Background: an optimization exercise with open tools, aiming at small area. Do not read the settings as production practice.
Function was checked by simulation only, so behaviour that the tests miss may differ from the original.
Power and IR drop assume default switching activity.

rev 12:
Design mmu_top, start of the top module:
module mmu_top
    #(
        parameter int MATRIX_WIDTH = 6
    )(
        input   logic clk,
        input   logic rst,
        input   logic enable,
        input   logic [8*MATRIX_WIDTH-1:0] weight_data,
        input   logic weight_signed,
        input   logic load_weight,
        input   logic [7:0] weight_addr,
        input   logic activate_weight,
        input   logic [8*MATRIX_WIDTH-1:0] data_in,
        input   logic data_signed,
        output  logic [32*MATRIX_WIDTH-1:0] result
    );
Settings: LEC_CHECK=0, CAP_MARGIN=10, CORE_MARGIN=2, CORE_UTILIZATION=75, SLEW_MARGIN=10, SYNTH_HIERARCHICAL=1, SYNTH_MINIMUM_KEEP_SIZE=0; clock period 7.0 ns.
standard.sh (not shown) runs the stock make flow with config.mk's settings and CLKGATE_MAP_FILE= SYNTH_SCRIPT=/design/flow/synth_recipe.tcl, a recipe that flattens the netlist after the stock synthesis.
==> flow/flow/run.sh <==
#!/bin/bash
# Layout flow: the standard flow (standard.sh, unchanged synthesis, floorplan,
# power grid, placement, routing) with two settings changed:
#  - the port buffers that global placement inserts on every input and output are
#    the smallest buffer, sky130_fd_sc_hd__buf_1 (repair may still resize them);
#  - clock tree synthesis clusters up to 28 sinks within 100 um per clkbuf_16 leaf
#    buffer and inserts no dummy loads.
# Each make step's full log stays in orfs/logs/; standard.sh's own output is in flow.log.
set -euo pipefail
cd "$(dirname "$0")/.."
bash standard.sh \
  "BUFFER_PORTS_ARGS=-buffer_cell sky130_fd_sc_hd__buf_1" \
  "CTS_ARGS=-sink_clustering_enable -repair_clock_nets -sink_clustering_size 28 -sink_clustering_max_diameter 100 -buf_list sky130_fd_sc_hd__clkbuf_16 -dont_use_dummy_load" \
  finish > flow.log 2>&1
test -s out/final.def
Rev 12 | status: complete | timing, DRC, antenna: pass
diff inputs: rev 12 => rev 13
# rev 12
export LEC_CHECK = 0
export CAP_MARGIN = 10
export CORE_MARGIN = 2
export CORE_UTILIZATION = 75
export SLEW_MARGIN = 10
export SYNTH_HIERARCHICAL = 1
export SYNTH_MINIMUM_KEEP_SIZE = 0
create_clock -name core_clock -period 7.0 [get_ports {clk}]
# rev 13
export LEC_CHECK = 0
export CAP_MARGIN = 20
export CORE_MARGIN = 2
export CORE_UTILIZATION = 65
export CTS_BUF_LIST = sky130_fd_sc_hd__clkbuf_16
export CTS_CLUSTER_DIAMETER = 80
export CTS_CLUSTER_SIZE = 20
export SLEW_MARGIN = 20
export SYNTH_HIERARCHICAL = 1
export SYNTH_MINIMUM_KEEP_SIZE = 0
create_clock -name core_clock -period 7.0 [get_ports {clk}]
==> flow/flow/run.sh <==
#!/bin/bash
# Layout flow: the standard flow (standard.sh, unchanged synthesis, floorplan,
# power grid, placement, routing) with two settings changed:
#  - the port buffers that global placement inserts on every input and output are
#    the smallest buffer, sky130_fd_sc_hd__buf_1 (repair may still resize them);
#  - clock tree synthesis clusters up to 24 sinks within 90 um per clkbuf_16 leaf
#    buffer and inserts no dummy loads.
# Each make step's full log stays in orfs/logs/; standard.sh's own output is in flow.log.
set -euo pipefail
cd "$(dirname "$0")/.."
bash standard.sh \
  "BUFFER_PORTS_ARGS=-buffer_cell sky130_fd_sc_hd__buf_1" \
  "CTS_ARGS=-sink_clustering_enable -repair_clock_nets -sink_clustering_size 24 -sink_clustering_max_diameter 90 -buf_list sky130_fd_sc_hd__clkbuf_16 -dont_use_dummy_load" \
  finish > flow.log 2>&1
test -s out/final.def
- Rev 13 reports a lower sequential share of layout area than rev 12 does.
- [compare] base=rev 12 new=rev 13: clock latency reported for the late side of the worst-skew pair rose 40 ps; layout buffering overhead excluding clock cells about even.
- Via count, rev 13 and rev 12: higher on rev 12
- Relative to rev 12, final design area excluding fillers has increased by 1200 um^2 in rev 13.
- Compare rev 13 and rev 12 | layout overhead on the synthesized area higher: rev 13
- Wire: rev 13 routes more than rev 12

* * *

mmu_top, a different RTL version from the one above (not shown whole).
Size in the first run: about 300 I/O pins, about 140,000 sq um of cells after synthesis.
==> flow/design.v (excerpt) <==
module mmu_top
    #(
        parameter int MATRIX_WIDTH = 6
    )(
        input   logic clk,
        input   logic rst,
        input   logic enable,
        input   logic [8*MATRIX_WIDTH-1:0] weight_data,
        input   logic weight_signed,
        input   logic load_weight,
        input   logic [7:0] weight_addr,
        input   logic activate_weight,
        input   logic [8*MATRIX_WIDTH-1:0] data_in,
        input   logic data_signed,
        output  logic [32*MATRIX_WIDTH-1:0] result
    );
export LEC_CHECK = 0
export CAP_MARGIN = 20
export CORE_MARGIN = 2
export CORE_UTILIZATION = 55
export CTS_BUF_LIST = sky130_fd_sc_hd__clkbuf_16
export CTS_CLUSTER_DIAMETER = 100
export CTS_CLUSTER_SIZE = 28
export SLEW_MARGIN = 20
export SYNTH_HIERARCHICAL = 1
export SYNTH_MINIMUM_KEEP_SIZE = 0
create_clock -name core_clock -period 7.0 [get_ports {clk}]
run.sh (not shown) runs the stock make flow with config.mk's settings and CLKGATE_MAP_FILE= SYNTH_SCRIPT=/design/flow/synth_recipe.tcl, a recipe that flattens the netlist after the stock synthesis.
Stock flow here: none of the scripts above is used.
Edit:
--- a/flow/config.mk
+++ b/flow/config.mk
@@ -11,4 +11,4 @@
 export CTS_BUF_LIST = sky130_fd_sc_hd__clkbuf_16
-export CTS_CLUSTER_DIAMETER = 100
-export CTS_CLUSTER_SIZE = 28
+export CTS_CLUSTER_DIAMETER = 80
+export CTS_CLUSTER_SIZE = 20
 export SLEW_MARGIN = 20
The changed run completed without violations. Power came out higher by 4.4%. Wire length came out higher by about 0.5%. Non-clock buffer count came out lower by 1. Clock power came out higher by about 23%. Sequential cell count is unchanged.

separate check: timing with driven ports:
No port has a modelled driver above. Below, the same layouts with a new extraction and two added sets of constraints. Step 1: set_driving_cell puts a clkbuf_16 on clk and a buf_2 on each other input, an assumption about the parent block. Step 2, shift: input delay + t, output delay - t, t = (earliest + latest rising clock arrival at the registers) / 2. This alone moves slack from input paths to output paths. Slacks: no drivers / after step 1 / after step 2; pairs: no drivers / after step 1.
| run | t (ns) | setup slack, ns | hold WS [ns] | worst slew at a driven data input, ns |
|---|---|---|---|---|
| rev 12 | 0.811 | 1.054 / 1.054 / 1.054 | 0.397 / 0.397 / 0.397 | 0.11 |
| rev 13 | 0.839 | 1.250 / 1.250 / 1.250 | 0.384 / 0.384 / 0.384 | 0.12 |
| the first run of note 2 | 0.845 | 1.043 / 1.043 / 1.043 | 0.410 / 0.410 / 0.410 | 0.06 |
| the second run of note 2 | 0.885 | 1.022 / 1.022 / 1.022 | 0.390 / 0.390 / 0.390 | 0.06 |
After both steps setup and hold are still met in every run listed.
